Background: an optimization exercise with open tools, aiming at small area and a short achievable clock period. Do not read the settings as production practice. In this exercise RTL edits were held to simulation tests only and were not proved equivalent to the original. No activity file was given, so power comes from the tool's default toggle rates.

## job 101
==> flow/design.v (excerpt) <==
module alu_stage (
    input   logic           clk,
    input   logic [4:0]     op,
    input   logic [31:0]    a,
    input   logic [31:0]    b,
    output  logic [31:0]    y
);
Size: about 100 flip-flops, about 100 I/O pins, ~8800 µm² of cells after synthesis.
clock: 5.0 ns
lec_check: 0
abc_area: 1
cap_margin: 20
core_margin: 2
core_utilization: 40
setup_slack_margin: 3.0
slew_margin: 20
synth_hierarchical: 1
tns_end_percent: 0
standard.sh (not shown) runs the stock make flow with config.mk's settings and CLKGATE_MAP_FILE= SYNTH_SCRIPT=/design/flow/synth_recipe.tcl, a recipe that flattens the netlist after the stock synthesis.
==> flow/flow/run.sh <==
#!/bin/bash
# Standard layout, with plain buffers (instead of the delay cells that
# buffer_ports picks by default) on the input and output ports.
set -euo pipefail
bash standard.sh BUFFER_PORTS_ARGS="-buffer_cell sky130_fd_sc_hd__buf_2" finish > standard_make.log 2>&1
Input changes introduced in job 102 (baseline for comparison: job 101):
- a change of SETUP_SLACK_MARGIN from 3.0 to 2.8
- a change of TNS_END_PERCENT from 0 to 100
[summary]
In the tables for job 102 and job 101, first-iteration DRC count reads higher with job 101.
Global-route usage over all layers, job 102 and job 101: larger value in job 101
Job 102 — total wire length after detailed routing about 3% lower, job 101 as reference
Job 102 vs. job 101: relative contribution of combinational cells to total power has decreased; area of all placed cells without fillers has decreased; clock share of power has increased.
Relative to job 102, the following input files were edited for job 103:
- setting CTS_BUF_LIST to sky130_fd_sc_hd__clkbuf_8 for the first time
- changing SETUP_SLACK_MARGIN from 2.8 to 3.0
Notes after the runs:
- Job 103 vs job 102, overall track demand over capacity in global routing went up by 0.51 points.
- Cmp job 103 vs job 102: final wirelength higher in job 103
- Higher portion of the layout cell area used by clock cells was reported by job 102, not job 103.
- Higher worst max-slew margin expressed relative to the limit among job 103 and job 102: job 103

========
Another version of the RTL of alu_stage (not shown whole).
Size: about 1600 cells after synthesis, roughly 100 flip-flops.
Settings: LEC_CHECK=0, ABC_AREA=1, CAP_MARGIN=20, CORE_MARGIN=2, CORE_UTILIZATION=40, SETUP_SLACK_MARGIN=3.2, SLEW_MARGIN=20, SYNTH_HIERARCHICAL=1, TNS_END_PERCENT=100; clock period 5.0 ns.
Scripts as last shown in full above: flow/flow/run.sh
Change:
Settings changed: SETUP_SLACK_MARGIN 3.2 to 3.0.
After rerunning:
- wire length went down by about 6.5%
- first-iteration DRC count rises by 18%
- via count went down by about 4.4%
- area after synthesis is unchanged
- total power drops by 6.4%
- non-clock buffer count decreases by 41
- utilization came out lower by 6.3 points
- clock skew went up by 3.1 ps
- design area came out lower by 12%

========
Setup of job 8238:
Another version of the RTL of alu_stage (not shown whole).
Size in the first run: about 1,200 cells after synthesis, about 100 I/O pins, ~0.0076 sq mm of cells after synthesis.
==> flow/design.v (excerpt) <==
module alu_stage (
    input   logic           clk,
    input   logic [4:0]     op,
    input   logic [31:0]    a,
    input   logic [31:0]    b,
    output  logic [31:0]    y
);
clock: 5.0 ns
lec_check: 0
abc_area: 1
cap_margin: 0
core_margin: 2
core_utilization: 40
setup_slack_margin: 3.0
slew_margin: 0
tns_end_percent: 100
Scripts as last shown in full above: flow/flow/run.sh
Job 8238 reached the final stage; the timing, DRC and antenna checks on its layout passed.
Relative to job 8238, the following input files were edited for job 3038:
Settings: an added SYNTH_HIERARCHICAL of 1; a change of CAP_MARGIN from 0 to 20; a change of SLEW_MARGIN from 0 to 20.
Findings:
- Job 8238 ended up with fewer cell instances than job 3038 did.
- Compared with job 8238, job 3038 shows a higher final critical path time including I/O delays and setup.
- In the final reports, the cell area of job 3038 is larger than that of job 8238.
- What job 8238 reported for die boundary height has to be multiplied by 1.06 to get the figure for job 3038.
- Taking job 8238 as the reference, in job 3038 number of global-route vias before repair increased by about 7% relative to the old numbers, transition at the pin with the smallest max-transition slack decreased by 160 ps relative to the old numbers, clock slew seen by the registers of the worst setup and hold paths closely matched the old numbers.
- The core of job 3038 is less densely filled than that of job 8238.
- The run showing the greater layout overhead on the synthesized area is job 8238.
- Job 3038 vs job 8238, library cell contributing the largest single delay on the critical path: nor2_4 vs nor3_4
- Looking at the reports, job 3038 completed the entire flow and the layout it produced met the timing, DRC and antenna checks.
## Diff of input files: job 8391 against job 3038
Settings: clearing SYNTH_HIERARCHICAL, which used to be 1; swapping 3.0 for 2.9 in SETUP_SLACK_MARGIN.
[summary]
When job 8391 is set beside job 3038, its detailed route wirelength on metal3 turns out to be about 20% larger.
Job 8391 vs. job 3038: die area moved down; sequential cell area fraction in the yosys report climbed 3.1 points.
## Diff of input files: job 9236 against job 8391
Settings: changing SETUP_SLACK_MARGIN from 2.9 to 3.0; setting PLACE_DENSITY to 0.75 for the first time.
### Flow results
Going from job 8391 to job 9236, cell area after placement did not really move; sequential fraction of design power went up; number of port buffers did not really move. Highest net fanout along the worst path was lower in job 9236 than in job 8391. When job 9236 is measured against job 8391, its final critical delay including setup and external delays turns out 29 ps lower. op[4] as the launching instance or port of the critical path was reported by job 9236, and op[1] by job 8391. Timing, DRC, antenna: 0 failures across job 9236 and job 8391. [job 9236] slack of the worst reg-to-reg path rose 100 ps relative to job 8391. STATUS design area: job 9236 loses against job 8391. In the flow results for job 9236 and job 8391, the worst-case hold slack is larger on job 9236. [compare] base=job 8391 new=job 9236: number of clock buffers in the layout went down by 1; wire length of the first global-routing pass fell by 1.1 mm; sequential share of layout area shows a reduction of 0.60 points.

-- what the ideal ports hide --
How much do the figures lean on ideal ports? The routed layouts below were timed once more, with nothing changed but the port constraints.
Step 1 sets driving cells, clkbuf_16 on the clock port and buf_2 on the other inputs (assumed; they add their load-dependent delay and slew).
Step 2 also shifts input and output timing later by t, the mid clock arrival at the registers, as if the neighbouring blocks saw the same clock.
a / b / c = ideal / step 1 / step 2; a / b = the first two.
run | t (ns) | setup slack, ns | slew at the worst register clock pin (ns) | cell pins on the clock port's net
job 101 | 0.402 | 2.963 / 2.990 / 2.588 | 0.08 / 0.08 | 1
job 102 | 0.404 | 2.881 / 2.908 / 2.503 | 0.08 / 0.08 | 1
job 103 | 0.438 | 3.008 / 3.024 / 2.591 | 0.12 / 0.12 | 1
the first run of note 2 | 0.401 | 3.069 / 3.051 / 2.651 | 0.08 / 0.08 | 1
the second run of note 2 | 0.408 | 3.047 / 3.047 / 2.676 | 0.08 / 0.08 | 1
job 8238 | 0.404 | 3.026 / 3.039 / 2.634 | 0.08 / 0.08 | 1
job 3038 | 0.408 | 2.967 / 2.993 / 2.584 | 0.08 / 0.08 | 1
job 8391 | 0.397 | 2.924 / 2.941 / 2.545 | 0.07 / 0.07 | 1
job 9236 | 0.412 | 2.953 / 2.980 / 2.568 | 0.08 / 0.08 | 1
After both steps setup and hold are still met in every run listed. For the first run of note 2, which loses most, drivers alone change the setup slack by -0.018 ns; drivers and shift together by -0.418 ns.
